Context: an optimization exercise on an open-source flow, tuned for small area. The choices shown serve that exercise and are no tape-out recipe.
RTL that was checked went through simulation tests only; none was proved equivalent to the original.
Only the layout flow was run in run 2; the RTL was not checked for function there.
Power and IR drop assume default switching activity.

`flow/config.mk`:
```
export PLATFORM = sky130hd
export DESIGN_NAME = pong
export DESIGN_NICKNAME = pong
export VERILOG_FILES = /design/flow/design.v
export SDC_FILE = /design/flow/constraint.sdc
export NUM_CORES = 4
export LEC_CHECK = 0
export CAP_MARGIN = 20
export CORE_MARGIN = 2
export CORE_UTILIZATION = 40
export SLEW_MARGIN = 20
```
`flow/constraint.sdc`:
```
create_clock -name core_clock -period 10.0 [get_ports {FPGA_CLK}]
set_input_delay 2.0000 -clock core_clock [delete_from_list [all_inputs] [get_ports {FPGA_CLK}]]
set_output_delay 2.0000 -clock core_clock [all_outputs]
set_load 0.01 [all_outputs]
```
`flow/design.v`:
```
module num_to_svnseg(
    input [3:0] in,
    output [6:0] out);
    wire [15:0] a = 16'b1101_0111_1110_1101;
    wire [15:0] b = 16'b0010_0111_1001_1111;
    wire [15:0] c = 16'b0010_1111_1111_1011;
    wire [15:0] d = 16'b0111_1011_0110_1101;
    wire [15:0] e = 16'b1111_1101_0100_0101;
    wire [15:0] f = 16'b1101_1111_0111_0001;
    wire [15:0] g = 16'b1110_1111_0111_1100;
    assign out = ~{a[in], b[in], c[in], d[in], e[in], f[in], g[in]};
endmodule
module pong
#(
    parameter CLKS_PER_MOVE = 1000
)
(
    input FPGA_CLK,
    input RST_N,
    input RESET,
    input KEY1,
    input KEY2,
    input KEY3,
    input KEY4,
    output VGA_HSYNC,
    output VGA_VSYNC,
    output VGA_R,
    output VGA_G,
    output VGA_B,
    output SVNSEG_DIG1,
    output SVNSEG_DIG2,
    output SVNSEG_DIG3,
    output SVNSEG_DIG4,
    output SVNSEG_SEG0,
    output SVNSEG_SEG1,
    output SVNSEG_SEG2,
    output SVNSEG_SEG3,
    output SVNSEG_SEG4,
    output SVNSEG_SEG5,
    output SVNSEG_SEG6,
    output SVNSEG_SEG7
);
    wire clk = FPGA_CLK;
    wire rst = !RST_N;
    reg [9:0] col;
    reg [9:0] row;
    wire col_wrap = col == 10'd799;
    always @(posedge clk) begin
        if (rst) begin
            col <= 10'd0;
            row <= 10'd0;
        end else begin
            col <= col_wrap ? 10'd0 : col + 10'd1;
            if (col_wrap)
                row <= (row == 10'd524) ? 10'd0 : row + 10'd1;
        end
    end
    localparam [9:0] LFSR_END = 10'd356;
    reg [9:0] pc;    
    reg [9:0] bc;    
    wire p_tick = pc == LFSR_END;
    always @(posedge clk) begin
        if (rst || p_tick)
            pc <= 10'd0;
        else
            pc <= {pc[8:0], ~(pc[9] ^ pc[6])};
    end
    reg [8:0] p1, p2;
    wire up1 = !KEY1, dn1 = !KEY2, up2 = !KEY3, dn2 = !KEY4;
    always @(posedge clk) begin
        if (rst) begin
            p1 <= 9'd208;
            p2 <= 9'd208;
        end else if (p_tick) begin
            if (up1 && !dn1 && p1 > 9'd3) p1 <= p1 - 9'd1;
            else if (dn1 && !up1 && p1 < 9'd413) p1 <= p1 + 9'd1;
            if (up2 && !dn2 && p2 > 9'd3) p2 <= p2 - 9'd1;
            else if (dn2 && !up2 && p2 < 9'd413) p2 <= p2 + 9'd1;
        end
    end
    reg idle;           
    reg hr, vu;         
    reg [9:0] x;
    reg [8:1] yh;       
    wire [8:0] y = {yh, x[0]};
    reg [3:0] score1, score2;
    wire b_tick = !idle && bc == LFSR_END;
    always @(posedge clk) begin
        if (rst || idle || b_tick)
            bc <= 10'd0;
        else
            bc <= {bc[8:0], ~(bc[9] ^ bc[6])};
    end
    wire right_side = x[9];
    wire [8:0] pp = right_side ? p2 : p1;
    wire [9:0] d = {1'b0, y} - {1'b0, pp};
    wire near = right_side ? (x > 10'd599) : (x < 10'd24);
    wire face = (right_side ? (x == 10'd599) : (x == 10'd24)) && pp >= 9'd16
                && (d + 10'd16) < 10'd80;      
    wire top = y == 9'd3 || (d == 10'd64 && near);
    wire bot = y >= 9'd461 || (d == 10'h3F0 && near);
    wire out_r = x == 10'd639;
    wire out_l = x == 10'd1009;
    reg h1, v1, h2, v2;
    always @(*) begin
        h1 = hr; v1 = vu;
        if (top) begin
            h1 = hr & vu; v1 = 1'b0;
        end else if (bot) begin
            h1 = hr & !vu; v1 = 1'b1;
        end
        h2 = h1; v2 = v1;
        if (face) begin
            h2 = !right_side;
            v2 = right_side ? (v1 & h1) : (v1 & !h1);
        end
    end
    always @(posedge clk) begin
        if (rst) begin
            idle <= 1'b1;
            x <= 10'd312;
            yh <= 8'd116;
            score1 <= 4'd0;
            score2 <= 4'd0;
        end else if (idle) begin
            if (!RESET) begin
                idle <= 1'b0;
                hr <= 1'b1;
                vu <= 1'b1;
            end
        end else if (b_tick) begin
            if (out_r || out_l) begin
                idle <= 1'b1;
                x <= 10'd312;
                yh <= 8'd116;
                if (out_r) score1 <= score1 + 4'd1;
                else score2 <= score2 + 4'd1;
            end else begin
                hr <= h2;
                vu <= v2;
                x <= h2 ? x + 10'd1 : x - 10'd1;
                yh <= (v2 ? y - 9'd1 : y + 9'd1) >> 1;
            end
        end
    end
    wire [8:0] rb = row[8:0] - y;
    wire [8:0] pd = col[9] ? p2 : p1;
    wire [8:0] rp = row[8:0] - pd;
    wire [9:0] cb = col - x;
    wire ball_on = rb[8:4] == 5'd0 && cb[9:4] == 6'd0;
    wire pad_col = (col >= 10'd8 && col < 10'd24) || (col >= 10'd615 && col < 10'd631);
    wire pad_on = pad_col && rp[8:6] == 3'd0;
    wire border = row < 10'd3 || row >= 10'd477;
    wire pix = (ball_on || pad_on || border) && row < 10'd480 && col < 10'd640;
    assign {VGA_R, VGA_G, VGA_B} = {3{pix}};
    assign VGA_HSYNC = !(col >= 10'd656 && col < 10'd752);
    assign VGA_VSYNC = !(row == 10'd490 || row == 10'd491);
    reg [7:0] su;
    reg started;
    reg [1:0] s;
    reg [3:0] n;
    wire scan_tick = su == 8'd0 && col[4:0] == 5'd0;
    always @(posedge clk) begin
        if (rst) begin
            su <= 8'd0;
            started <= 1'b0;
            s <= 2'd0;
            n <= 4'd8;
        end else begin
            if (col[4:0] == 5'd31)
                su <= su + 8'd1;
            if (scan_tick) begin
                started <= 1'b1;
                s <= s + 2'd1;
                n <= s[0] ? 4'd0 : (s[1] ? score1 : score2);
            end
        end
    end
    wire [6:0] seg;
    num_to_svnseg dec(.in(n), .out(seg));
    wire [3:0] ds = started ? ~(4'b0001 << (s - 2'd1)) : 4'b0000;
    assign {SVNSEG_DIG4, SVNSEG_DIG3, SVNSEG_DIG2, SVNSEG_DIG1} = ds;
    assign {SVNSEG_SEG0, SVNSEG_SEG1, SVNSEG_SEG2, SVNSEG_SEG3,
            SVNSEG_SEG4, SVNSEG_SEG5, SVNSEG_SEG6} = seg;
    assign SVNSEG_SEG7 = ds != 4'b1011;
endmodule
```
`flow/run.sh`:
```
#!/bin/bash
# synth_recipe.tcl (not shown) runs the flow's synth.tcl, then flattens the netlist and writes it again
# the make line also repeats each setting of config.mk as NAME=value (left out here)
make -C /OpenROAD-flow-scripts/flow DESIGN_CONFIG=/design/flow/config.mk WORK_HOME=/design/flow/orfs CLKGATE_MAP_FILE= SYNTH_SCRIPT=/design/flow/synth_recipe.tcl finish
```
==> summary.txt, run 1 <==
status - finished clean
hold buffer count at CTS - 0
areal power density over the cells - 107 nW/um^2
Worst Clk Skew - 0.00816 ns
Synth Instances - 915
Synth Area in Adders - 13.6%
root buffer cell - clkbuf_16
DRC viols - 0
number of global-route vias before repair - 5925
height of the die - 140 um
Worst R2R End - yh[8]
Largest delay share family, worst path - compound AO/OA/AOI/OAI gates
Layout Cell Area excl Fill - 8140 um^2
total track usage - 18.0%
R2R cell count - 22
Worst-Margin Slew - 1.07 ns
post-synth top area share - 27.0%
Worst Path Arrival - 6.13 ns
Hold EP - bc[4]
fillcell total - 1831
Clk Latency, worst-skew pair - 0.36 ns
start point of the worst hold path - bc[3]
critical-path maximum fanout - 22
Hold WC Path Type - flip-flop to flip-flop
Setup Buffers After CTS - 0
global-route wire length before repair - 29000 um
nets - 1008
CP Capture Type - flip-flop
CTS Buf Count - 9
XOR/XNOR Fraction of Synth Area - 6.37%
most numerous cell in the Yosys netlist - nor2_1
Final min period - 5.87 ns
origin of the critical flop-to-flop path - x[9]
std cell rows - 49
critical path class - flip-flop to flip-flop
post-synthesis net count - 1001
routed via count - 6423
syn avg cell area - 8.10 um^2
Cell Count, Final, Fillers Out - 1156
Peak supply drop - 0.0846 mV
CTS tree - done
TritonRoute pass-1 iters - 18
htree depth - 3
area delta synth->final - 9.83%
YS warnings - 1
largest net degree at the start of global routing - 55
Area after DPL - 7820 um^2
Post-Route WL - 17200 um
Final Hold Vio Count - 0
fmax - 170 MHz
n_diodes - 0
Initial Utilization - 41.0%
list of most frequent post-synthesis cells - nor2_1 (108), dfxtp_1 (100), ha_1 (76)
RSZ-0062 raised after global routing - false
CTS-repair resized insts - 0
sequential fraction of the synthesis area - 27.8%
DR iter-0 viols - 424
crit path buf inv count - 1
Post-synth EDFFs - 2
largest family of logic cells by synthesized area - simple AND/OR/NAND/NOR gates
Overflow after GRT - 0
post-route antenna net violation count - 0
Synth Cell Area - 7410 um^2
Synth Area in Compound Gates - 16.8%
Synth Flop Type - dfxtp_1
Die ar. - 19600 um^2
die width - 140 um
Synth cell types - 83
initial antenna violation count - 0
max cap viols - 0
Critical-path top delay cell - dfxtp_1
flop-to-flop setup slack - 4.13 ns
# port buffers - 23
Slew Viols, Final - 0
Leakage - 3.32 nW
Worst setup SP type - flip-flop
post-route setup TNS - 0 ns
Core Region - 18100 um^2
total power - 0.871 mW
CTS clk-pin slew, worst paths - 0.07 ns
CTS Sinks - 102
top post-synthesis cells by area - dfxtp_1 (27%), ha_1 (13%), nor2_1 (5.5%)
mux cell area share after synthesis - 5.22%
CTS Buffer Depth - 2
Worst Hold Depth - 1
final setup violation count - 0
via/cell ratio - 5.56
Slew headroom - 28.2%
Simple-Gate Fraction of Synth Area - 25.1%
placed cell count - 1140
CP most frequent cell - o21ai_0
fin crit share - 58.7%
wire length per cell - 14.9 um
layout cells sized above 1 - 4.64%
GPL Wtd Cong - 0.857
CP Data Required Time - 10.25 ns
Min Hold Slack - 0.462 ns
Final HPWL DP - 12600 um
post-synthesis async set-or-reset flop share - 0%
max incr delay on CP - 0.95 ns
Synth area leader - dfxtp_1
IO Pins - 24
Cell Chain, Critical Path - mux2i_1 > ha_1 > a21oi_2 > mux2_2 > a211oi_1 > and4bb_1 > nand4b_1 > o31a_1 > or4b_4 > nand3_4 > inv_1 > ha_1 > nor2b_1 > o21ai_0 > a21boi_0 > o21ai_0 > a21oi_1 > o21ai_0 > nand2b_1 > nand2_1 > mux2i_1 > a311o_1
FF+latch count, synth - 102
registers in the layout (all words and copies together), names as in the netlist:
name	cells
s	2
hr	1
x	10
score2	4
vu	1
yh	8
n	4
idle	1
su	8
bc	10
p2	9
started	1
pc	10
row	10
score1	4
p1	9
col	10
worst max-delay path by stage:
stage,end,startpoint,cells past startpoint
3_3_place_gp,yh[8],x[9],22
6_report,yh[8],x[9],22
5_1_grt,yh[8],x[9],22
4_1_cts,yh[8],x[9],22
3_5_place_dp,yh[8],x[9],22
2_1_floorplan,yh[8],x[9],24
cell type report:
| cell class | instances | area (um^2) | share of cell area [%] |
|---|---|---|---|
| Clock buffer | 11 | 253 | 3.11 |
| Clock inverter | 5 | 63.8 | 0.784 |
| Inverter | 61 | 229 | 2.81 |
| Multi-Input combinational cell | 720 | 4980 | 61.2 |
| Sequential cell | 102 | 2060 | 25.3 |
| Tap cell | 229 | 287 | 3.52 |
| Timing Repair Buffer | 28 | 268 | 3.29 |
layer usage:
metal | up-vias | wire length, um | track usage, % | share of wire, %
met5 | - | 0 | 0 | 0
met4 | 0 | 324 | 6.01 | 1.9
met3 | 22 | 593 | 3.04 | 3.4
met2 | 119 | 8040 | 30.6 | 47
met1 | 2995 | 8230 | 23.1 | 48
li1 | 3287 | - | - | -
cells by family after synthesis:
| logic type | after synthesis |
|---|---|
| adders and majority gates | 79 |
| AOI/OAI and AO/OA | 191 |
| DFF | 102 |
| muxes | 37 |
| xor gates and xnor gates | 53 |
| and+or+nand+nor | 360 |
| buffers and inverters | 93 |
report_power, final:
part	switching, mW	total (mW)	internal [mW]
registers	0.0131	0.427	0.413
logic	0.0348	0.0656	0.0308
clock network	0.168	0.379	0.211
stage by stage:
stage | utilization [%] | worst slack [ns]
floorplan | - | 4.87
global placement | 43.3 | 4.36
detailed placement | 43.3 | 4.22
CTS | 45.0 | 4.18
global route | 45.0 | 3.64
finish | 45.0 | 4.13
placed cells by master (no fill, tap or decap), drive strengths merged, types with 4 or more instances in the layout:
master,Yosys,layout
nand2,67,67
nand2b,8,8
dfxtp,100,100
clkdlybuf4s50,0,23
mux2i,33,33
or3,6,6
a31oi,9,9
or4,5,5
a21boi,6,6
a211o,4,4
o31ai,4,4
a21oi,59,59
inv,61,64
o21bai,5,5
nor2b,12,12
nand4,14,14
o211ai,11,11
o21ai,40,40
nor4b,4,4
o21a,5,5
nand4b,8,8
buf,11,5
xnor2,28,28
nor2,109,109
and2,11,11
o2111ai,4,4
and3,22,22
nand3b,9,9
nor3,37,37
nor4,8,8
a21o,8,8
xor2,25,25
ha,76,76
nand3,24,24
clkbuf,21,11
a211oi,7,7
==> inputs of run 2 (changes only) <==
--- a/flow/design.v
+++ b/flow/design.v
@@ -72,10 +72,10 @@
             p1 <= 9'd208;
             p2 <= 9'd208;
         end else if (p_tick) begin
-            if (up1 && !dn1 && p1 > 9'd3) p1 <= p1 - 9'd1;
-            else if (dn1 && !up1 && p1 < 9'd413) p1 <= p1 + 9'd1;
-            if (up2 && !dn2 && p2 > 9'd3) p2 <= p2 - 9'd1;
-            else if (dn2 && !up2 && p2 < 9'd413) p2 <= p2 + 9'd1;
+            if (up1 && !dn1 && p1[8:2] != 7'd0) p1 <= p1 - 9'd1;
+            else if (dn1 && !up1 && !(&{p1[8:7], p1[4:2], p1[0]})) p1 <= p1 + 9'd1;
+            if (up2 && !dn2 && p2[8:2] != 7'd0) p2 <= p2 - 9'd1;
+            else if (dn2 && !up2 && !(&{p2[8:7], p2[4:2], p2[0]})) p2 <= p2 + 9'd1;
         end
     end
     reg idle;           
@@ -93,14 +93,18 @@
     end
     wire right_side = x[9];
     wire [8:0] pp = right_side ? p2 : p1;
-    wire [9:0] d = {1'b0, y} - {1'b0, pp};
-    wire near = right_side ? (x > 10'd599) : (x < 10'd24);
-    wire face = (right_side ? (x == 10'd599) : (x == 10'd24)) && pp >= 9'd16
-                && (d + 10'd16) < 10'd80;      
-    wire top = y == 9'd3 || (d == 10'd64 && near);
-    wire bot = y >= 9'd461 || (d == 10'h3F0 && near);
-    wire out_r = x == 10'd639;
-    wire out_l = x == 10'd1009;
+    wire [9:0] e = {1'b0, y} + 10'd16 - {1'b0, pp};       
+    wire x_gt599 = x[8] | (x[6] & (x[5] | (x[4] & x[3])));
+    wire x_eq599 = !x[8] & x[6] & !x[5] & x[4] & !x[3] & x[2] & x[1] & x[0];
+    wire x_lt24 = !x[8] & !x[7] & !x[6] & !x[5] & !(x[4] & x[3]);
+    wire x_eq24 = !x[8] & !x[7] & !x[6] & !x[5] & x[4] & x[3] & !x[2] & !x[1] & !x[0];
+    wire near = right_side ? x_gt599 : x_lt24;
+    wire face = (right_side ? x_eq599 : x_eq24) && pp[8:4] != 5'd0
+                && e < 10'd80;                           
+    wire top = y[8:2] == 7'd0 || (e == 10'd80 && near);
+    wire bot = y >= 9'd461 || (e == 10'd0 && near);
+    wire out_r = x[9] & !x[8] & x[6:0] == 7'h7F;    
+    wire out_l = x[9] & x[8] & x[3:0] == 4'd1;      
     reg h1, v1, h2, v2;
     always @(*) begin
         h1 = hr; v1 = vu;
==> flow/flow/run.sh (new file) <==
#!/bin/bash
# Standard synthesis, then an area re-optimisation of its combinational logic
# (registers untouched), then the standard layout from floorplan on.
set -euo pipefail
R=orfs/results/$FLOW_PLATFORM/pong/base
bash standard.sh synth > synth.log 2>&1
cp $R/1_2_yosys.v $R/1_2_yosys.std.v
REOPT_LIB=$FLOW_HOME/platforms/sky130hd/lib/sky130_fd_sc_hd__tt_025C_1v80.lib \
REOPT_IN=$R/1_2_yosys.std.v REOPT_OUT=$R/1_2_yosys.v REOPT_ABC=flow/area.abc \
    yosys -c flow/reopt.tcl > reopt.log 2>&1
touch $R/1_2_yosys.v
bash standard.sh finish > layout.log 2>&1
==> flow/flow/area.abc (new file) <==
strash
&get -n
&deepsyn -T 60
&put
dch
map -a
==> flow/flow/reopt.tcl (new file) <==
# Re-optimise the combinational logic of the standard synthesis netlist for area.
# Registers (their instances, names and cell types) are kept as they are.
yosys -import
set lib $::env(REOPT_LIB)
set in  $::env(REOPT_IN)
set out $::env(REOPT_OUT)
set script $::env(REOPT_ABC)
read_liberty -ignore_miss_func $lib
read_verilog -defer $in
hierarchy -top pong
# keep sequential cells as instances

setattr -mod -set keep_hierarchy 1 sky130_fd_sc_hd__df* sky130_fd_sc_hd__edf* sky130_fd_sc_hd__sdf* sky130_fd_sc_hd__conb_1
flatten
yosys rename -hide w:*.*
opt_clean -purge
techmap
opt -fast
abc -liberty $lib -dont_use *probe* -dont_use *lpflow* -dont_use *clkbuf* -dont_use *clkinv* -dont_use *dlygate* -dont_use *dlymetal* -script $script
opt_clean -purge
hierarchy -top pong
blackbox sky130_fd_sc_hd__*
setundef -zero
hilomap -singleton -hicell sky130_fd_sc_hd__conb_1 HI -locell sky130_fd_sc_hd__conb_1 LO
splitnets
opt_clean -purge
tee -o $out.stat stat -liberty $lib
write_verilog -noattr -nohex -nodec -selected $out
==> flow/standard.sh (new file) <==
#!/bin/bash
# synth_recipe.tcl (not shown) runs the flow's synth.tcl, then flattens the netlist and writes it again
# the make line also repeats each setting of config.mk as NAME=value (left out here)
make -C /OpenROAD-flow-scripts/flow DESIGN_CONFIG=/design/flow/config.mk WORK_HOME=/design/flow/orfs CLKGATE_MAP_FILE= SYNTH_SCRIPT=/design/flow/synth_recipe.tcl "${@:-finish}"
--- a/flow/config.mk
+++ b/flow/config.mk
@@ -7,5 +7,6 @@
 export LEC_CHECK = 0
 export CAP_MARGIN = 20
 export CORE_MARGIN = 2
-export CORE_UTILIZATION = 40
+export CORE_UTILIZATION = 65
+export PLACE_DENSITY = 0.75
 export SLEW_MARGIN = 20
removed: flow/run.sh
==> run 2 against run 1 <==
- still clean on timing, DRC and antenna
- first-iteration DRC count is 17% higher
- routed wire length is 21% lower
- cell count is 13% lower
- core utilization is 29 points higher
- non-clock buffer count is 3 lower
- final area is 25% lower
- clock skew is 0.0062 ns higher
- via count is 9.3% lower
- critical path depth is 12 lower
- setup slack worse by 0.81 ns
- largest power group unchanged
==> summary.txt, run 2 <==
# port buffers - 23
Hold WC Path Type - flip-flop to flip-flop
R2R cell count - 22
status - finished clean
std cell rows - 33
Slew Viols, Final - 0
Synth Cell Area - 5510 um^2
CP Data Required Time - 8.00 ns
most frequent cells in the layout - nor2_1 (171), inv_1 (159), nand2_1 (103), dfxtp_1 (100), o21ai_0 (94)
layout cells sized above 1 - 2.34%
Core Region - 8220 um^2
flop-to-flop setup slack - 5.64 ns
Overflow after GRT - 0
CP Capture Type - primary output
Die ar. - 9240 um^2
Worst Path Arrival - 4.68 ns
wire length per cell - 13.6 um
Peak supply drop - 0.0700 mV
post-route antenna net violation count - 0
fmax - 150 MHz
Post-Route WL - 13600 um
areal power density over the cells - 116 nW/um^2
hold buffer count at CTS - 0
Synth Instances - 857
height of the die - 96.1 um
via/cell ratio - 5.81
CTS clk-pin slew, worst paths - 0.11 ns
Final HPWL DP - 10400 um
CP startpoint - col[9]
fin crit share - 66.8%
CTS Buf Count - 9
Worst Clk Skew - 0.0143 ns
CTS Buffer Depth - 2
IO Pins - 24
CTS-repair resized insts - 0
post-route setup TNS - 0 ns
Area after DPL - 5890 um^2
max cap viols - 0
Worst Hold Depth - 2
die width - 96.1 um
DRC viols - 0
post-synthesis net count - 864
Clk Latency, worst-skew pair - 0.36 ns
initial antenna violation count - 0
RSZ-0062 raised after global routing - false
number of global-route vias before repair - 5150
global-route wire length before repair - 22500 um
root buffer cell - clkbuf_8
Slew headroom - 30.7%
Leakage - 2.45 nW
syn avg cell area - 6.43 um^2
critical-path maximum fanout - 24
Worst R2R End - yh[8]
final setup violation count - 0
Final min period - 6.68 ns
Core Util, Final - 73.9%
most common cell after layout, fill and taps aside - nor2_1
routed via count - 5826
GPL Wtd Cong - 0.951
Worst setup SP type - flip-flop
Setup Buffers After CTS - 0
Worst-Margin Slew - 1.03 ns
CTS Sinks - 102
Critical path destination - VGA_G
YS warnings - 1
Final Hold Vio Count - 0
area delta synth->final - 10.1%
TritonRoute pass-1 iters - 5
Initial Utilization - 67.1%
DR iter-0 viols - 497
n_diodes - 0
critical path class - flip-flop to primary output
largest net degree at the start of global routing - 31
CTS tree - done
Layout Cell Area excl Fill - 6070 um^2
origin of the critical flop-to-flop path - x[9]
htree depth - 3
total track usage - 30.6%
nets - 900
-- run 2: cell types whose count changed in the layout (fill, tap and decap cells not counted), sizes merged, moves of 23 or more --
cell,previous run,this run
mux2i,33,0
o21ai,40,94
nand2,67,103
xnor2,28,5
nor2,109,171
ha,76,0
inv,64,162
-- run 2: per-layer routing --
metal	share of wire, %	wire (um)	track usage (%)
met5	0	0	0
met4	2.7	364	13.0
met3	7.5	1020	5.56
met2	46	6240	50.3
met1	44	6020	39.4
-- run 2: worst max-delay path, stage by stage (launching register included) --
cell	delay (ns)
dfxtp_1	0.77
o21ai_0	0.22
maj3_1	0.38
maj3_1	0.34
maj3_1	0.34
maj3_1	0.34
maj3_1	0.38
o211ai_1	0.10
o211ai_1	0.10
a2111oi_0	0.67
clkdlybuf4s50_1	0.67
-- run 2: layout make-up --
cell class / instances / area (um^2)
clock buffer: 9 / 124
multi-input combinational: 596 / 2860
inverter: 159 / 597
sequential: 102 / 2060
clock inverter: 7 / 55.1
tap: 105 / 131
fill: 681 / 2150
timing repair buffer: 25 / 245
-- run 2: how the worst min path moves through the flow --
| stage | to | slack (ns) | start |
|---|---|---|---|
| after CTS | pc[1] | 0.43 | pc[0] |
| after global routing | pc[1] | 0.45 | pc[0] |
| final | pc[1] | 0.42 | pc[0] |
| after detailed placement | bc[9] | 0.42 | bc[8] |
| after floorplan | pc[4] | 0.40 | pc[3] |
| after global placement | pc[4] | 0.41 | pc[3] |
-- run 2: where the power goes --
part	internal (mW)	total [mW]	switching (mW)
Sequential	0.413	0.418	0.00516
Combinational	0.0163	0.0442	0.0279
Clock	0.0933	0.243	0.150
-- run 2: stage by stage --
stage	setup WS, ns	total power, mW	instances	hold WS (ns)
finish	3.32	0.705	1003	0.425
floorplan	3.80	0.452	857	0.403
global placement	3.83	0.469	987	0.412
global route	3.03	0.728	1003	0.446
detailed placement	3.77	0.471	987	0.419
CTS	3.33	0.708	1003	0.429
==> inputs of run 3 (changes only) <==
--- a/flow/design.v
+++ b/flow/design.v
@@ -55,7 +55,15 @@
                 row <= (row == 10'd524) ? 10'd0 : row + 10'd1;
         end
     end
-    localparam [9:0] LFSR_END = 10'd356;
+    function [9:0] lfsr_after(input integer steps);
+        integer i;
+        begin
+            lfsr_after = 10'd0;
+            for (i = 0; i < steps; i = i + 1)
+                lfsr_after = {lfsr_after[8:0], ~(lfsr_after[9] ^ lfsr_after[6])};
+        end
+    endfunction
+    localparam [9:0] LFSR_END = lfsr_after(CLKS_PER_MOVE);
     reg [9:0] pc;    
     reg [9:0] bc;    
     wire p_tick = pc == LFSR_END;
@@ -86,7 +94,7 @@
     reg [3:0] score1, score2;
     wire b_tick = !idle && bc == LFSR_END;
     always @(posedge clk) begin
-        if (rst || idle || b_tick)
+        if (idle || b_tick)
             bc <= 10'd0;
         else
             bc <= {bc[8:0], ~(bc[9] ^ bc[6])};
@@ -162,24 +170,29 @@
     reg [7:0] su;
     reg started;
     reg [1:0] s;
-    reg [3:0] n;
+    reg chg;
     wire scan_tick = su == 8'd0 && col[4:0] == 5'd0;
+    wire inc1 = b_tick && out_r;
+    wire inc2 = b_tick && out_l;
     always @(posedge clk) begin
         if (rst) begin
             su <= 8'd0;
             started <= 1'b0;
             s <= 2'd0;
-            n <= 4'd8;
+            chg <= 1'b0;
         end else begin
             if (col[4:0] == 5'd31)
                 su <= su + 8'd1;
             if (scan_tick) begin
                 started <= 1'b1;
                 s <= s + 2'd1;
-                n <= s[0] ? 4'd0 : (s[1] ? score1 : score2);
-            end
-        end
-    end
+                chg <= s[1] ? (!s[0] && inc1) : (!s[0] && inc2);
+            end else if (s[0] && (s[1] ? inc1 : inc2))
+                chg <= 1'b1;
+        end
+    end
+    wire [3:0] shown = (s[1] ? score1 : score2) - {3'd0, chg};
+    wire [3:0] n = !started ? 4'd8 : !s[0] ? 4'd0 : shown;
     wire [6:0] seg;
     num_to_svnseg dec(.in(n), .out(seg));
     wire [3:0] ds = started ? ~(4'b0001 << (s - 2'd1)) : 4'b0000;
==> flow/flow/run.sh (replaced) <==
#!/bin/bash
# Standard synthesis, then an area re-optimisation of its combinational logic
# (registers untouched: same instances, names and cell types), then the
# standard layout from floorplan on, with single-strength port buffers and a
# clock tree without dummy loads.
set -euo pipefail
R=orfs/results/$FLOW_PLATFORM/pong/base
bash standard.sh synth > synth.log 2>&1
cp $R/1_2_yosys.v $R/1_2_yosys.std.v

# several ABC runs with different seeds; keep the smallest result
LIB=$FLOW_HOME/platforms/sky130hd/lib/sky130_fd_sc_hd__tt_025C_1v80.lib
mkdir -p reopt
for S in 0 1 2 3; do
    printf 'strash\n&get -n\n&deepsyn -T 240 -S %s\n&put\ndch -f\namap -F 3 -A 10\n' $S > reopt/s$S.abc
    REOPT_LIB=$LIB REOPT_IN=$R/1_2_yosys.std.v REOPT_OUT=reopt/s$S.v REOPT_ABC=reopt/s$S.abc \
        yosys -c flow/reopt.tcl > reopt_s$S.log 2>&1 &
done
wait
best=""; best_area=""
for S in 0 1 2 3; do
    a=$(grep -i "chip area" reopt/s$S.v.stat | grep -o '[0-9.]*$' || true)
    echo "seed $S area $a" >> reopt_summary.log
    if [[ -n "$a" ]] && { [[ -z "$best_area" ]] || awk -v a="$a" -v b="$best_area" 'BEGIN { exit !(a < b) }'; }; then
        best=$S; best_area=$a
    fi
done
echo "kept seed $best ($best_area)" >> reopt_summary.log
cp reopt/s$best.v $R/1_2_yosys.v
touch $R/1_2_yosys.v

export BUFFER_PORTS_ARGS="-buffer_cell sky130_fd_sc_hd__buf_1"
export CTS_ARGS="-sink_clustering_enable -repair_clock_nets -dont_use_dummy_load"
bash standard.sh finish > layout.log 2>&1
--- a/flow/flow/reopt.tcl
+++ b/flow/flow/reopt.tcl
@@ -16,7 +16,7 @@
 opt_clean -purge
 techmap
 opt -fast
-abc -liberty $lib -dont_use *probe* -dont_use *lpflow* -dont_use *clkbuf* -dont_use *clkinv* -dont_use *dlygate* -dont_use *dlymetal* -script $script
+abc -liberty $lib -dont_use *probe* -dont_use *lpflow* -dont_use *clkbuf* -dont_use *clkinv* -dont_use *dlygate* -dont_use *dlymetal* -script $script pong
 opt_clean -purge
 hierarchy -top pong
 blackbox sky130_fd_sc_hd__*
--- a/flow/config.mk
+++ b/flow/config.mk
@@ -7,6 +7,5 @@
 export LEC_CHECK = 0
 export CAP_MARGIN = 20
 export CORE_MARGIN = 2
-export CORE_UTILIZATION = 65
-export PLACE_DENSITY = 0.75
+export CORE_UTILIZATION = 55
 export SLEW_MARGIN = 20
removed: flow/flow/area.abc
==> run 3 against run 2 <==
- still clean on timing, DRC and antenna
- area after synthesis down 5.4%
- clock skew up 0.010 ns
- register-to-register slack worse by 0.64 ns
- sequential power down 3%
- non-clock buffer count up 1
- sequential share of layout area up 1.7 points
- critical path type unchanged
- largest cell class unchanged
- largest power group unchanged
==> summary.txt, run 3 <==
status - finished clean
critical-path maximum fanout - 14
CTS Buf Count - 9
post-route setup TNS - 0 ns
htree depth - 3
Post-Route WL - 13700 um
fillcell total - 880
Overflow after GRT - 0
Clk Latency, worst-skew pair - 0.37 ns
height of the die - 101 um
via/cell ratio - 6.11
syn avg cell area - 7.28 um^2
Slew Viols, Final - 0
Worst Path Arrival - 3.32 ns
Final Hold Vio Count - 0
fmax - 188 MHz
areal power density over the cells - 114 nW/um^2
die width - 101 um
Initial Utilization - 56.4%
RSZ-0062 raised after global routing - false
most frequent cells in the layout - inv_1 (129), nor2_1 (104), dfxtp_1 (97), o21ai_0 (57), nand2_1 (47)
CTS Sinks - 99
Peak supply drop - 0.0868 mV
critical path class - flip-flop to primary output
max incr delay on CP - 0.44 ns
Min Hold Slack - 0.425 ns
CP Data Required Time - 8.00 ns
Final min period - 5.32 ns
hold buffer count at CTS - 0
initial antenna violation count - 0
nets - 760
Cell Count, Final, Fillers Out - 880
Slew headroom - 43.0%
Setup Buffers After CTS - 0
# port buffers - 23
Final HPWL DP - 10300 um
Worst setup SP type - flip-flop
Core Region - 9240 um^2
CTS Buffer Depth - 2
CP Capture Type - primary output
post-synthesis net count - 723
final setup violation count - 0
CTS tree - done
n_diodes - 0
Leakage - 2.09 nW
Cell Chain, Critical Path - inv_1 > o22ai_1 > a221o_1 > a222oi_1 > nor3_1 > a211oi_1 > a21oi_1 > a2111oi_0 > a21oi_1 > nor3_1 > buf_1
fin crit share - 53.2%
Die ar. - 10300 um^2
DRC viols - 0
global-route wire length before repair - 22600 um
GPL Wtd Cong - 0.943
DR iter-0 viols - 532
Synth Instances - 716
Hold WC Path Type - flip-flop to flip-flop
max cap viols - 0
IO Pins - 24
largest net degree at the start of global routing - 40
placed cell count - 871
area delta synth->final - 7.56%
Critical-path top delay cell - dfxtp_1
routed via count - 5378
CTS clk-pin slew, worst paths - 0.09 ns
std cell rows - 35
CTS-repair resized insts - 0
wire length per cell - 15.6 um
Worst Clk Skew - 0.0244 ns
post-route antenna net violation count - 0
Synth Cell Area - 5220 um^2
number of global-route vias before repair - 4705
most common cell after layout, fill and taps aside - inv_1
layout cells sized above 1 - 1.60%
TritonRoute pass-1 iters - 6
root buffer cell - clkbuf_8
YS warnings - 1
Worst-Margin Slew - 0.847 ns
total track usage - 27.4%
-- run 3: report_power, final --
part / switching (mW) / internal (mW)
Combinational: 0.0220 / 0.00945
Sequential: 0.00455 / 0.400
Clock: 0.123 / 0.0810
Total: 0.150 / 0.490
-- run 3: area by class of cell --
type	instances	area [um^2]	area share, %
timing repair buffer	26	109	1.94
sequential	99	2000	35.7
inverter	129	484	8.63
tap	129	161	2.88
multi-input combinational	488	2730	48.7
clock buffer	9	124	2.21
-- run 3: worst max-delay path: cells and delay by family, from the launching register on --
kind | cells | cell delay (ns)
AO/OA/AOI/OAI | 7 | 1.60
buffers and inverters | 2 | 0.56
flip-flops | 1 | 0.44
AND/OR/NAND/NOR | 2 | 0.36
-- run 3: layer usage --
metal / routed length [um] / track usage (%)
met3: 1090 / 5.66
met2: 5920 / 40.2
met5: 0 / 0
met4: 306 / 9.46
met1: 6420 / 40.1
-- run 3: final timing paths --
path          start  endpoint  slack (ns)  depth (start not counted)
min           bc[0]     bc[1]        0.42                          2
min reg2reg   bc[0]     bc[1]        0.42                          2
max reg2reg    x[9]      x[9]        5.00                         20
max          col[9]     VGA_R        4.68                         11
-- run 3: per-stage QoR --
stage	instance area, um^2	total power [mW]	utilization [%]	worst slack [ns]
finish	5610	0.640	60.7	4.68
global route	5610	0.667	60.7	4.40
CTS	5610	0.645	60.7	4.78
detailed placement	5490	0.445	59.4	5.17
global placement	5490	0.444	59.4	5.29
floorplan	5220	0.433	-	5.19
==> inputs of run 4 (changes only) <==
--- a/flow/design.v
+++ b/flow/design.v
@@ -168,23 +168,21 @@
     assign VGA_HSYNC = !(col >= 10'd656 && col < 10'd752);
     assign VGA_VSYNC = !(row == 10'd490 || row == 10'd491);
     reg [7:0] su;
-    reg started;
     reg [1:0] s;
     reg chg;
+    wire started = !(s == 2'd0 && chg);
     wire scan_tick = su == 8'd0 && col[4:0] == 5'd0;
     wire inc1 = b_tick && out_r;
     wire inc2 = b_tick && out_l;
     always @(posedge clk) begin
         if (rst) begin
             su <= 8'd0;
-            started <= 1'b0;
             s <= 2'd0;
-            chg <= 1'b0;
+            chg <= 1'b1;
         end else begin
             if (col[4:0] == 5'd31)
                 su <= su + 8'd1;
             if (scan_tick) begin
-                started <= 1'b1;
                 s <= s + 2'd1;
                 chg <= s[1] ? (!s[0] && inc1) : (!s[0] && inc2);
             end else if (s[0] && (s[1] ? inc1 : inc2))
--- a/flow/flow/run.sh
+++ b/flow/flow/run.sh
@@ -12,7 +12,7 @@
 LIB=$FLOW_HOME/platforms/sky130hd/lib/sky130_fd_sc_hd__tt_025C_1v80.lib
 mkdir -p reopt
 for S in 0 1 2 3; do
-    printf 'strash\n&get -n\n&deepsyn -T 240 -S %s\n&put\ndch -f\namap -F 3 -A 10\n' $S > reopt/s$S.abc
+    printf 'strash\n&get -n\n&deepsyn -T 300 -S %s\n&put\ndch -f\namap -F 3 -A 10\n' $S > reopt/s$S.abc
     REOPT_LIB=$LIB REOPT_IN=$R/1_2_yosys.std.v REOPT_OUT=reopt/s$S.v REOPT_ABC=reopt/s$S.abc \
         yosys -c flow/reopt.tcl > reopt_s$S.log 2>&1 &
 done
==> run 4 against run 3 <==
- maximum frequency decreased by 6.9%
- core utilization decreased by 0.31 points
- area after synthesis decreased by 0.77%
- power increased by 5.2%
- routed wire length decreased by 1.8%
- combinational power increased by 110%
- cell count decreased by 2.0%
- die area decreased by 0.74%
==> summary.txt, run 4 <==
CTS clk-pin slew, worst paths - 0.10 ns
initial antenna violation count - 0
Die ar. - 10200 um^2
htree depth - 3
CP Data Required Time - 10.22 ns
status - finished clean
total track usage - 26.9%
CP Capture Type - flip-flop
layout cells sized above 1 - 1.73%
Peak supply drop - 0.0672 mV
YS warnings - 1
global-route wire length before repair - 22000 um
number of global-route vias before repair - 4732
root buffer cell - clkbuf_8
# port buffers - 23
Critical-path top delay cell - dfxtp_1
Largest delay share family, worst path - compound AO/OA/AOI/OAI gates
post-synthesis net count - 722
Worst Path Arrival - 5.94 ns
max cap viols - 0
Overflow after GRT - 0
Final Hold Vio Count - 0
Leakage - 2.05 nW
largest net degree at the start of global routing - 37
fillcell total - 905
area delta synth->final - 7.33%
syn avg cell area - 7.24 um^2
hold buffer count at CTS - 0
via/cell ratio - 6.13
Post-Route WL - 13500 um
Core Region - 9200 um^2
post-route setup TNS - 0 ns
DR iter-0 viols - 506
Core Util, Final - 60.4%
CTS Sinks - 98
Setup Buffers After CTS - 0
n_diodes - 0
Min Hold Slack - 0.440 ns
Slew headroom - 48.0%
Clk Latency, worst-skew pair - 0.36 ns
std cell rows - 35
areal power density over the cells - 121 nW/um^2
Worst-Margin Slew - 0.773 ns
Slew Viols, Final - 0
critical path class - flip-flop to flip-flop
routed via count - 5286
crit path buf inv count - 4
CTS tree - done
CTS Buffer Depth - 2
die width - 101 um
Initial Utilization - 56.3%
TritonRoute pass-1 iters - 6
wire length per cell - 15.7 um
Hold WC Path Type - flip-flop to flip-flop
height of the die - 101 um
Final HPWL DP - 10200 um
Worst Clk Skew - 0.0257 ns
IO Pins - 24
Worst setup SP type - flip-flop
Synth Cell Area - 5170 um^2
Final min period - 5.71 ns
nets - 760
Cell Chain, Critical Path - inv_1 > o22ai_1 > inv_1 > a22oi_1 > a221oi_1 > and2_0 > a21oi_1 > nor2_1 > a21oi_1 > nor3b_1 > o221ai_1 > or4_1 > o32ai_1 > inv_1 > o221ai_1 > o21ai_0 > a21oi_1 > o221ai_1 > a21oi_1 > o221ai_1 > inv_1 > o21ai_0 > o21ai_0 > a21oi_1
fmax - 175 MHz
post-route antenna net violation count - 0
DRC viols - 0
RSZ-0062 raised after global routing - false
most frequent cells in the layout - inv_1 (128), nor2_1 (111), dfxtp_1 (96), o21ai_0 (52), a21oi_1 (49)
CTS Buf Count - 9
GPL Wtd Cong - 1.02
critical-path maximum fanout - 16
most common cell after layout, fill and taps aside - inv_1
Synth Instances - 715
final setup violation count - 0
fin crit share - 57.1%
max incr delay on CP - 0.65 ns
CP most frequent cell - a21oi_1
CTS-repair resized insts - 0
## run 4: cell types whose count changed in the layout (fill, tap and decap cells not counted), moves of 4 or more
cell	before	now
nor3_1	27	43
a211oi_1	32	21
nand2_1	47	36
nor2_1	104	111
o21ai_0	57	52
nand3_1	15	11
## run 4: cell type report
type | instances | area, um^2 | area share (%)
clock buffer | 9 | 124 | 2.23
timing repair buffer | 27 | 116 | 2.10
inverter | 128 | 480 | 8.65
multi-input combinational | 489 | 2710 | 48.8
tap | 111 | 139 | 2.50
sequential | 98 | 1980 | 35.7
## run 4: final timing paths
| path | from | to | slack, ns | cells past startpoint |
|---|---|---|---|---|
| min reg2reg | pc[1] | pc[2] | 0.44 | 2 |
| min | pc[1] | pc[2] | 0.44 | 2 |
| max reg2reg | x[9] | x[9] | 4.29 | 24 |
| max | x[9] | x[9] | 4.29 | 24 |
## run 4: worst min-delay path, stage by stage, from the launching register on
cell     delay, ns
dfxtp_1       0.32
inv_1         0.06
nor2_1        0.04
## run 4: per-layer routing
metal | GRT usage, % | routed length [um]
met4 | 9.56 | 258
met1 | 36.7 | 6260
met3 | 5.62 | 863
met2 | 42.2 | 6110
met5 | 0 | 0
## run 4: per-stage QoR
| step | total power, mW | worst slack [ns] | instance area [um^2] | cells |
|---|---|---|---|---|
| final | 0.673 | 4.29 | 5550 | 862 |
| after global routing | 0.705 | 3.66 | 5550 | 862 |
| after floorplan | 0.457 | 5.33 | 5170 | 715 |
| after global placement | 0.477 | 4.88 | 5430 | 853 |
| after CTS | 0.680 | 4.53 | 5550 | 862 |
| after detailed placement | 0.479 | 4.56 | 5430 | 853 |
## run 4: where the power goes
group          switching (mW)  internal, mW
registers             0.00754         0.397
logic                  0.0434        0.0219
clock network           0.122        0.0810
total                   0.173         0.500
==> inputs of run 5 (changes only) <==
==> flow/flow/run.sh (replaced) <==
#!/bin/bash
# Standard synthesis, then an area re-optimisation of its combinational logic
# (registers untouched: same instances, names and cell types), then the
# standard layout from floorplan on, with single-strength port buffers and a
# clock tree without dummy loads.
set -euo pipefail
R=orfs/results/$FLOW_PLATFORM/pong/base
bash standard.sh synth > synth.log 2>&1
cp $R/1_2_yosys.v $R/1_2_yosys.std.v

LIB=$FLOW_HOME/platforms/sky130hd/lib/sky130_fd_sc_hd__tt_025C_1v80.lib
mkdir -p reopt
reopt() {  # reopt IN OUT SCRIPT LOG
    REOPT_LIB=$LIB REOPT_IN=$1 REOPT_OUT=$2 REOPT_ABC=$3 yosys -c flow/reopt.tcl > $4 2>&1 || true
}
# stage 1: deep AIG optimisation with four seeds, then area mapping
for S in 0 1 2 3; do
    printf 'strash\n&get -n\n&deepsyn -T 300 -S %s\n&put\ndch -f\namap -F 3 -A 10\n' $S > reopt/s$S.abc
    reopt $R/1_2_yosys.std.v reopt/s$S.v reopt/s$S.abc reopt_s$S.log &
done
wait
# stage 2: remap each result again, 1 to 8 times
for K in 1 2 3 4 5 6 7 8; do
    : > reopt/k$K.abc
    for i in $(seq $K); do printf 'strash\ndch -f\namap -F 3 -A 10\n' >> reopt/k$K.abc; done
done
for S in 0 1 2 3; do
    if [[ -f reopt/s$S.v ]]; then
        for K in 1 2 3 4 5 6 7 8; do
            reopt reopt/s$S.v reopt/s${S}_k$K.v reopt/k$K.abc reopt_s${S}_k$K.log &
        done
        wait
    fi
done
# keep the smallest
best=""; best_area=""
for f in reopt/s*.v; do
    a=$(grep -i "chip area" $f.stat 2>/dev/null | grep -o '[0-9.]*$' || true)
    echo "$f area $a" >> reopt_summary.log
    if [[ -n "$a" ]] && { [[ -z "$best_area" ]] || awk -v a="$a" -v b="$best_area" 'BEGIN { exit !(a < b) }'; }; then
        best=$f; best_area=$a
    fi
done
echo "kept $best ($best_area)" >> reopt_summary.log
cp $best $R/1_2_yosys.v
touch $R/1_2_yosys.v

export BUFFER_PORTS_ARGS="-buffer_cell sky130_fd_sc_hd__buf_1"
export CTS_ARGS="-sink_clustering_enable -repair_clock_nets -dont_use_dummy_load"
bash standard.sh finish > layout.log 2>&1
==> run 5 against run 4 <==
- via count is 0.17% higher
- cell count is 0.81% lower
- final area is 0.88% lower
- power is 3.1% lower
- sequential cell count stayed put
- first-iteration DRC count is 33% lower
- clock power hardly changed
- setup slack worse by 0.081 ns
- register-to-register slack worse by 0.08 ns
- synthesized cell count is 0.84% lower
- core utilization is 0.24 points lower
==> summary.txt, run 5 <==
initial antenna violation count - 0
Synth Instances - 709
YS warnings - 1
Initial Utilization - 56.1%
CTS Sinks - 98
post-route setup TNS - 0 ns
sw frac - 24.5%
CTS tree - done
most frequent cells in the layout - nor2_1 (116), inv_1 (111), dfxtp_1 (96), o21ai_0 (60), a21oi_1 (42)
Slew Viols, Final - 0
Clk Latency, worst-skew pair - 0.37 ns
Post-Route WL - 13200 um
global-route wire length before repair - 22200 um
IO Pins - 24
fin crit share - 57.9%
Final Hold Vio Count - 0
Final HPWL DP - 9940 um
total track usage - 27.3%
hold buffer count at CTS - 0
status - finished clean
fmax - 173 MHz
max cap viols - 0
most common cell after layout, fill and taps aside - nor2_1
Core Region - 9150 um^2
Worst-Margin Slew - 0.786 ns
routed via count - 5295
Hold WC Path Type - flip-flop to flip-flop
Worst Hold Depth - 2
Clock Power Share - 31.3%
CP most frequent cell - inv_1
CP Data Required Time - 10.24 ns
critical-path maximum fanout - 17
RSZ-0062 raised after global routing - false
R2R cell count - 25
CTS Buf Count - 9
Largest delay share family, worst path - compound AO/OA/AOI/OAI gates
CTS-repair resized insts - 0
number of global-route vias before repair - 4717
DR iter-0 viols - 337
Reg power frac - 61.4%
CP Capture Type - flip-flop
NetSw - 0.160 mW
Leakage - 2.00 nW
nets - 753
Comb power frac - 7.3%
Worst setup SP type - flip-flop
via/cell ratio - 6.19
origin of the critical flop-to-flop path - x[9]
Overflow after GRT - 0
syn avg cell area - 7.24 um^2
n_diodes - 0
Peak supply drop - 0.0726 mV
CP startpoint - x[9]
CTS clk-pin slew, worst paths - 0.08 ns
DRC viols - 0
start point of the worst hold path - pc[4]
post-synthesis net count - 716
Synth Cell Area - 5130 um^2
Min Hold Slack - 0.444 ns
Int Pwr - 0.493 mW
TritonRoute pass-1 iters - 6
Critical path destination - x[8]
root buffer cell - clkbuf_8
final setup violation count - 0
Critical-path top delay cell - dfxtp_1
GPL Wtd Cong - 0.917
Worst Clk Skew - 0.0353 ns
crit path buf inv count - 5
post-route antenna net violation count - 0
layout cells sized above 1 - 1.61%
areal power density over the cells - 118 nW/um^2
# port buffers - 23
critical path class - flip-flop to flip-flop
CTS Buffer Depth - 2
die width - 101 um
wire length per cell - 15.4 um
Worst Path Arrival - 6.03 ns
Slew headroom - 47.0%
Die ar. - 10100 um^2
area delta synth->final - 7.24%
Worst R2R End - x[8]
largest net degree at the start of global routing - 24
max incr delay on CP - 0.66 ns
std cell rows - 35
Final min period - 5.79 ns
Setup Buffers After CTS - 0
htree depth - 3
height of the die - 101 um
flop-to-flop setup slack - 4.21 ns
Crit path depth - 25
run 5: layout make-up:
cell class	instances	area (um^2)
fillers	876	3650
multi-input cells	500	2740
flip-flops and latches	98	1980
inverters	111	417
well taps	111	139
clock buffers	9	124
repair buffers	26	109
run 5: worst min-delay path by stage:
stage	end
final	pc[5]
after global routing	pc[2]
after CTS	pc[5]
after detailed placement	pc[5]
after global placement	pc[5]
after floorplan	pc[1]
run 5: routing by layer:
layer / vias up / part of all wire (%) / wire (um) / global-route usage [%]
met1: 2433 / 47 / 6190 / 37.7
met4: 0 / 1.1 / 148 / 6.11
met2: 178 / 45 / 5910 / 43.9
met5: - / 0 / 0 / 0
li1: 2661 / - / - / -
met3: 23 / 6.8 / 900 / 5.62
run 5: power by group through the flow:
stage | clock network [mW] | registers (mW) | logic (mW)
2_1_floorplan | 0 | 0.408 | 0.0332
3_3_place_gp | 0 | 0.409 | 0.0461
3_5_place_dp | 0 | 0.410 | 0.0474
4_1_cts | 0.210 | 0.400 | 0.0476
5_1_grt | 0.224 | 0.401 | 0.0546
6_report | 0.204 | 0.400 | 0.0478
run 5: stage by stage:
stage	util, %	power (mW)	cells	cell area [um^2]	worst slack [ns]
after global routing	60.2	0.680	855	5510	3.30
after global placement	58.8	0.455	846	5380	4.67
after CTS	60.2	0.658	855	5510	4.32
after detailed placement	58.8	0.457	846	5380	4.35
final	60.2	0.652	855	5510	4.21
after floorplan	-	0.441	709	5130	5.18
run 5: worst register-to-register path, cell delays in order (launching register included):
cell	delay, ns
dfxtp_1	0.66
inv_1	0.36
o22ai_1	0.33
inv_1	0.12
o22ai_1	0.26
o221ai_1	0.20
nor2_1	0.15
nor2_1	0.07
o21ai_0	0.33
nand3_1	0.14
a222oi_1	0.45
o2111ai_1	0.23
o41ai_1	0.14
nand2_1	0.16
o211ai_1	0.19
o22ai_1	0.12
o21ai_0	0.31
inv_1	0.09
a221oi_1	0.35
o21ai_0	0.22
inv_1	0.13
o221ai_1	0.17
inv_1	0.12
o221ai_1	0.13
a21oi_1	0.17
o21ai_0	0.09
==> inputs of run 6 (changes only) <==
--- a/flow/design.v
+++ b/flow/design.v
@@ -132,8 +132,6 @@
             idle <= 1'b1;
             x <= 10'd312;
             yh <= 8'd116;
-            score1 <= 4'd0;
-            score2 <= 4'd0;
         end else if (idle) begin
             if (!RESET) begin
                 idle <= 1'b0;
@@ -145,8 +143,6 @@
                 idle <= 1'b1;
                 x <= 10'd312;
                 yh <= 8'd116;
-                if (out_r) score1 <= score1 + 4'd1;
-                else score2 <= score2 + 4'd1;
             end else begin
                 hr <= h2;
                 vu <= v2;
@@ -169,28 +165,34 @@
     assign VGA_VSYNC = !(row == 10'd490 || row == 10'd491);
     reg [7:0] su;
     reg [1:0] s;
-    reg chg;
-    wire started = !(s == 2'd0 && chg);
+    reg pend;
+    wire started = !(s == 2'd0 && pend);
     wire scan_tick = su == 8'd0 && col[4:0] == 5'd0;
     wire inc1 = b_tick && out_r;
     wire inc2 = b_tick && out_l;
+    wire [1:0] s_next = scan_tick ? s + 2'd1 : s;
     always @(posedge clk) begin
         if (rst) begin
             su <= 8'd0;
             s <= 2'd0;
-            chg <= 1'b1;
+            pend <= 1'b1;
+            score1 <= 4'd0;
+            score2 <= 4'd0;
         end else begin
             if (col[4:0] == 5'd31)
                 su <= su + 8'd1;
-            if (scan_tick) begin
-                s <= s + 2'd1;
-                chg <= s[1] ? (!s[0] && inc1) : (!s[0] && inc2);
-            end else if (s[0] && (s[1] ? inc1 : inc2))
-                chg <= 1'b1;
-        end
-    end
-    wire [3:0] shown = (s[1] ? score1 : score2) - {3'd0, chg};
-    wire [3:0] n = !started ? 4'd8 : !s[0] ? 4'd0 : shown;
+            s <= s_next;
+            if (scan_tick)
+                pend <= (s_next == 2'b01 && inc2) || (s_next == 2'b11 && inc1);
+            else if ((s == 2'b01 && inc2) || (s == 2'b11 && inc1))
+                pend <= 1'b1;
+            if ((inc1 && s_next != 2'b11) || (scan_tick && s == 2'b11 && pend))
+                score1 <= score1 + 4'd1;
+            if ((inc2 && s_next != 2'b01) || (scan_tick && s == 2'b01 && pend))
+                score2 <= score2 + 4'd1;
+        end
+    end
+    wire [3:0] n = !started ? 4'd8 : !s[0] ? 4'd0 : (s[1] ? score1 : score2);
     wire [6:0] seg;
     num_to_svnseg dec(.in(n), .out(seg));
     wire [3:0] ds = started ? ~(4'b0001 << (s - 2'd1)) : 4'b0000;
==> run 6 against run 5 <==
- synthesized cell count decreased by 1.1%
- global-route usage shrank 0.36 points
- sequential cell count is the same
- power up 0.20%
- maximum frequency grew 6.9%
- hold slack worse by 0.014 ns
- highest routed layer unchanged
- still clean
- core utilization down 0.33 points
- register-to-register slack improved by 0.84 ns
- non-clock buffer count decreased by 1
- critical path depth shrank 11
==> summary.txt, run 6 <==
initial antenna violation count - 0
DRC viols - 0
Initial Utilization - 55.8%
Clk Latency, worst-skew pair - 0.37 ns
die width - 100 um
max incr delay on CP - 0.61 ns
largest net degree at the start of global routing - 50
CTS tree - done
Final Hold Vio Count - 0
Slew Viols, Final - 0
number of global-route vias before repair - 4635
Overflow after GRT - 0
Peak supply drop - 0.0655 mV
max cap viols - 0
most frequent cells in the layout - nor2_1 (117), inv_1 (108), dfxtp_1 (96), o21ai_0 (66), a21oi_1 (46)
Core Region - 9110 um^2
htree depth - 3
M3 GR Usage - 4.60%
Die ar. - 10000 um^2
Post-Route WL - 13200 um
total track usage - 26.9%
Slew headroom - 41.7%
final setup violation count - 0
Cell Count, Final, Fillers Out - 846
std cell rows - 35
grt peak-use layer - met2
YS warnings - 1
area of the multi-input gates - 2700 um^2
Hold WC Path Type - flip-flop to flip-flop
total power - 0.653 mW
crit path buf inv count - 2
fmax - 184 MHz
post-synthesis net count - 708
routed via count - 5244
CTS clk-pin slew, worst paths - 0.08 ns
post-route antenna net violation count - 0
Largest delay share family, worst path - compound AO/OA/AOI/OAI gates
height of the die - 100 um
areal power density over the cells - 120 nW/um^2
Synth Instances - 701
fin crit share - 54.2%
wire length per cell - 15.6 um
Post-Place Worst Slack - 5.03 ns
post-route setup TNS - 0 ns
hold buffer count at CTS - 0
CTS Sinks - 98
Area after DPL - 5330 um^2
register area - 1980 um^2
Worst Clk Skew - 0.0370 ns
Synth Cell Area - 5080 um^2
Critical-path top delay cell - dfxtp_1
DR iter-0 viols - 409
CTS Buffer Depth - 2
Min Hold Slack - 0.430 ns
placed cell count - 837
global-route wire length before repair - 22000 um
critical-path maximum fanout - 14
# port buffers - 23
Core Util, Final - 59.8%
Global Route met2 Usage - 43.6%
Leakage - 2.01 nW
status - finished clean
layout cells sized above 1 - 1.50%
CP Data Required Time - 8.00 ns
GR Util met1 - 37.2%
Worst setup SP type - flip-flop
RSZ-0062 raised after global routing - false
nets - 744
Layout Cell Area excl Fill - 5450 um^2
CP Capture Type - primary output
Cell Chain, Critical Path - inv_1 > a221oi_1 > a21oi_1 > o221ai_1 > a222oi_1 > o21bai_1 > o21ai_0 > o2111ai_1 > o21ai_0 > nor2_1 > or3_1 > nor2_1 > nor2b_1 > buf_1
TritonRoute pass-1 iters - 8
Setup Buffers After CTS - 0
final worst setup slack - 4.58 ns
root buffer cell - clkbuf_8
syn avg cell area - 7.25 um^2
GPL Wtd Cong - 0.902
Worst-Margin Slew - 0.869 ns
fillcell total - 903
critical path class - flip-flop to primary output
Final HPWL DP - 9980 um
Final min period - 5.42 ns
CTS-repair resized insts - 0
most common cell after layout, fill and taps aside - nor2_1
n_diodes - 0
Worst Path Arrival - 3.42 ns
area delta synth->final - 7.16%
via/cell ratio - 6.20
CTS Buf Count - 9
IO Pins - 24
[run 6: changes by cell type in the layout (fill, tap and decap cells not counted), sizes merged, moves of 4 or more]
cell | before | now
and3 | 12 | 7
a221oi | 5 | 9
nor3 | 40 | 34
nand4 | 6 | 12
nand3 | 20 | 9
o22ai | 38 | 34
o21ai | 60 | 66
a21oi | 42 | 46
[run 6: final timing paths]
path / cells after the start / endpoint / from / slack [ns]
worst max-delay path: 14 / VGA_B / col[9] / 4.58
worst min register to register: 2 / bc[4] / bc[3] / 0.43
worst max register to register: 22 / x[9] / x[9] / 5.05
worst min-delay path: 2 / bc[4] / bc[3] / 0.43
[run 6: worst register-to-register path: stages (launching register included)]
cell and delay, ns:
dfxtp_1 0.64, inv_1 0.38, o21ai_0 0.31, nand2_1 0.11
o21ai_0 0.16, o21ai_0 0.17, a211oi_1 0.23, a21oi_1 0.09
nor4_1 0.31, a31oi_1 0.21, nand3_1 0.13, o211ai_1 0.13
o21ai_0 0.35, nor2_1 0.09, a21oi_1 0.23, o221ai_1 0.21
inv_1 0.13, o221ai_1 0.16, nor2_1 0.22, o221ai_1 0.18
inv_1 0.10, o211ai_1 0.10, a211oi_1 0.25
[run 6: area by class of cell]
type	instances	area share [%]
Clock buffer	9	2.27
Sequential cell	98	36.4
Tap cell	111	2.55
Timing Repair Buffer	25	1.86
Inverter	108	7.44
Multi-Input combinational cell	495	49.5
[run 6: routing by layer]
metal	up-vias	share of wire, %	routed length, um
met3	19	5.8	763
met1	2427	47	6200
li1	2614	-	-
met5	-	0	0
met4	0	1.3	172
met2	184	46	6050
[run 6: power breakdown]
part / switching, mW / total, mW / internal (mW)
clock network: 0.122 / 0.204 / 0.0811
registers: 0.00636 / 0.403 / 0.397
logic: 0.0324 / 0.0467 / 0.0143
total: 0.161 / 0.653 / 0.492
==> inputs of run 7 (changes only) <==
--- a/flow/flow/run.sh
+++ b/flow/flow/run.sh
@@ -19,19 +19,22 @@
     reopt $R/1_2_yosys.std.v reopt/s$S.v reopt/s$S.abc reopt_s$S.log &
 done
 wait
-# stage 2: remap each result again, 1 to 8 times
-for K in 1 2 3 4 5 6 7 8; do
-    : > reopt/k$K.abc
-    for i in $(seq $K); do printf 'strash\ndch -f\namap -F 3 -A 10\n' >> reopt/k$K.abc; done
+# stage 2: remap each result again and again (a chain of 16 steps, two
+# alternating recipes), keeping every step's netlist
+printf 'strash\ndch -f\namap -F 3 -A 10\n' > reopt/r0.abc
+printf 'strash\n&get -n\n&dc2\n&dch -f\n&put\namap -F 3 -A 10\n' > reopt/r1.abc
+chain() {  # chain SEED
+    local prev=reopt/s$1.v
+    for K in $(seq 1 16); do
+        [[ -f $prev ]] || return 0
+        reopt $prev reopt/s${1}_k$K.v reopt/r$((K % 2)).abc reopt_s${1}_k$K.log
+        prev=reopt/s${1}_k$K.v
+    done
+}
+for S in 0 1 2 3; do
+    chain $S &
 done
-for S in 0 1 2 3; do
-    if [[ -f reopt/s$S.v ]]; then
-        for K in 1 2 3 4 5 6 7 8; do
-            reopt reopt/s$S.v reopt/s${S}_k$K.v reopt/k$K.abc reopt_s${S}_k$K.log &
-        done
-        wait
-    fi
-done
+wait
 # keep the smallest
 best=""; best_area=""
 for f in reopt/s*.v; do
==> run 7 against run 6 <==
- final area rose by 0.62%
- setup slack worse by 0.42 ns
- critical path depth is 2 lower
- count of clock-buffer cells in the layout did not move
- synthesized cell count down 0.43%
- largest cell class unchanged
==> summary.txt, run 7 <==
CTS Buffer Depth - 2
layout cells sized above 1 - 1.50%
CP Capture Type - primary output
Initial Utilization - 55.9%
htree depth - 3
Worst Hold Depth - 1
Leakage - 2.02 nW
Overflow after GRT - 0
Synth Cell Area - 5120 um^2
GPL Wtd Cong - 0.983
DR iter-0 viols - 425
Worst Clk Skew - 0.0435 ns
area delta synth->final - 7.11%
Final min period - 5.84 ns
max cap viols - 0
root buffer cell - clkbuf_8
Final HPWL DP - 10000 um
placed cell count - 834
std cell rows - 35
register area - 1980 um^2
TritonRoute pass-1 iters - 6
routed via count - 5217
nets - 741
CP Data Required Time - 8.00 ns
CTS tree - done
critical path class - flip-flop to primary output
largest net degree at the start of global routing - 39
post-route setup TNS - 0 ns
Hold WC Path Type - flip-flop to flip-flop
# port buffers - 23
post-synthesis net count - 705
total track usage - 26.8%
CTS clk-pin slew, worst paths - 0.12 ns
fin crit share - 58.4%
fillcell total - 888
RSZ-0062 raised after global routing - false
Area after DPL - 5360 um^2
Worst-Margin Slew - 0.811 ns
most common cell after layout, fill and taps aside - nor2_1
die width - 100 um
CTS Sinks - 98
n_diodes - 0
most frequent cells in the layout - nor2_1 (116), inv_1 (107), dfxtp_1 (96), o21ai_0 (67), nand2_1 (41)
hold buffer count at CTS - 0
critical-path maximum fanout - 16
Worst setup SP type - flip-flop
Peak supply drop - 0.0821 mV
status - finished clean
Setup Buffers After CTS - 0
Slew headroom - 45.8%
YS warnings - 1
Post-Route WL - 13300 um
syn avg cell area - 7.33 um^2
number of global-route vias before repair - 4597
Core Util, Final - 59.9%
total power - 0.651 mW
area of the multi-input gates - 2740 um^2
initial antenna violation count - 0
Clk Latency, worst-skew pair - 0.39 ns
Synth Instances - 698
Worst Path Arrival - 3.84 ns
wire length per cell - 15.8 um
Slew Viols, Final - 0
post-route antenna net violation count - 0
IO Pins - 24
CTS Buf Count - 9
final setup violation count - 0
Layout Cell Area excl Fill - 5480 um^2
Final Hold Vio Count - 0
via/cell ratio - 6.19
DRC viols - 0
Cell Count, Final, Fillers Out - 843
height of the die - 100 um
global-route wire length before repair - 21900 um
fmax - 171 MHz
CTS-repair resized insts - 0
areal power density over the cells - 119 nW/um^2
R2R cell count - 21
Core Region - 9150 um^2
Die ar. - 10100 um^2
-- run 7: power by group --
group	internal (mW)	switching [mW]
Clock	0.0810	0.124
Sequential	0.396	0.00546
Combinational	0.0140	0.0295
Total	0.491	0.159
-- run 7: per-stage QoR --
step / setup slack [ns] / hold slack, ns
after floorplan: 4.89 / 0.396
after global placement: 4.89 / 0.413
after detailed placement: 4.74 / 0.425
after CTS: 4.30 / 0.444
after global routing: 3.98 / 0.460
final: 4.16 / 0.439
-- run 7: area by class of cell --
class	instances	area share, %
Inverter	107	7.33
Timing Repair Buffer	25	1.85
Multi-Input combinational cell	493	49.9
Tap cell	111	2.53
Clock buffer	9	2.26
Sequential cell	98	36.1
-- run 7: final timing paths --
kind | to | startpoint | slack (ns)
worst min-delay path | bc[0] | bc[9] | 0.44
worst min register to register | bc[0] | bc[9] | 0.44
worst max register to register | x[9] | x[9] | 5.11
worst max-delay path | VGA_R | x[9] | 4.16
-- run 7: critical path, stage by stage, from the launching register on --
cell and delay, ns:
dfxtp_1 0.65, inv_1 0.33, o22ai_1 0.24, a21oi_1 0.07, nor2_1 0.10, o21ai_0 0.14, o22a_1 0.23, a2111oi_0 0.32
o21ai_0 0.16, nor4b_1 0.37, a2111oi_0 0.13, nor4b_1 0.53, buf_1 0.21
-- run 7: per-layer routing --
metal	track usage [%]	wire length, um
met2	45.4	6300
met5	0	0
met1	34.6	5970
met3	3.95	657
met4	10.1	371

==> static timing again, ports no longer ideal <==
How much do the figures lean on ideal ports? The routed layouts below were timed once more, with nothing changed but the port constraints.
Step 1 (the two cells are an assumption about what drives the block):
set clk [get_ports {FPGA_CLK}]
set_driving_cell -lib_cell sky130_fd_sc_hd__clkbuf_16 $clk
set_driving_cell -lib_cell sky130_fd_sc_hd__buf_2 [delete_from_list [all_inputs] $clk]
Step 2 times the ports against the registers' clock, not the clock port: input delays grow and output delays shrink by t, the midpoint of the rising clock arrivals with the driver on.
a / b / c = no drivers / after step 1 / after step 2; a / b = the first two.
| run | t, ns | setup WS [ns] | latest minus earliest clock arrival (ns) | worst slew at a driven data input, ns |
|---|---|---|---|---|
| run 1 | 0.399 | 4.127 / 4.127 / 4.127 | 0.008 / 0.008 | 0.04 |
| run 2 | 0.388 | 3.320 / 3.289 / 3.677 | 0.014 / 0.014 | 0.03 |
| run 3 | 0.391 | 4.680 / 4.645 / 4.998 | 0.025 / 0.024 | 0.04 |
| run 4 | 0.386 | 4.286 / 4.286 / 4.286 | 0.026 / 0.026 | 0.03 |
| run 5 | 0.382 | 4.205 / 4.205 / 4.205 | 0.035 / 0.035 | 0.03 |
| run 6 | 0.390 | 4.577 / 4.543 / 4.933 | 0.037 / 0.037 | 0.03 |
| run 7 | 0.401 | 4.159 / 4.125 / 4.526 | 0.044 / 0.044 | 0.03 |
After both steps every run listed still meets setup and hold.
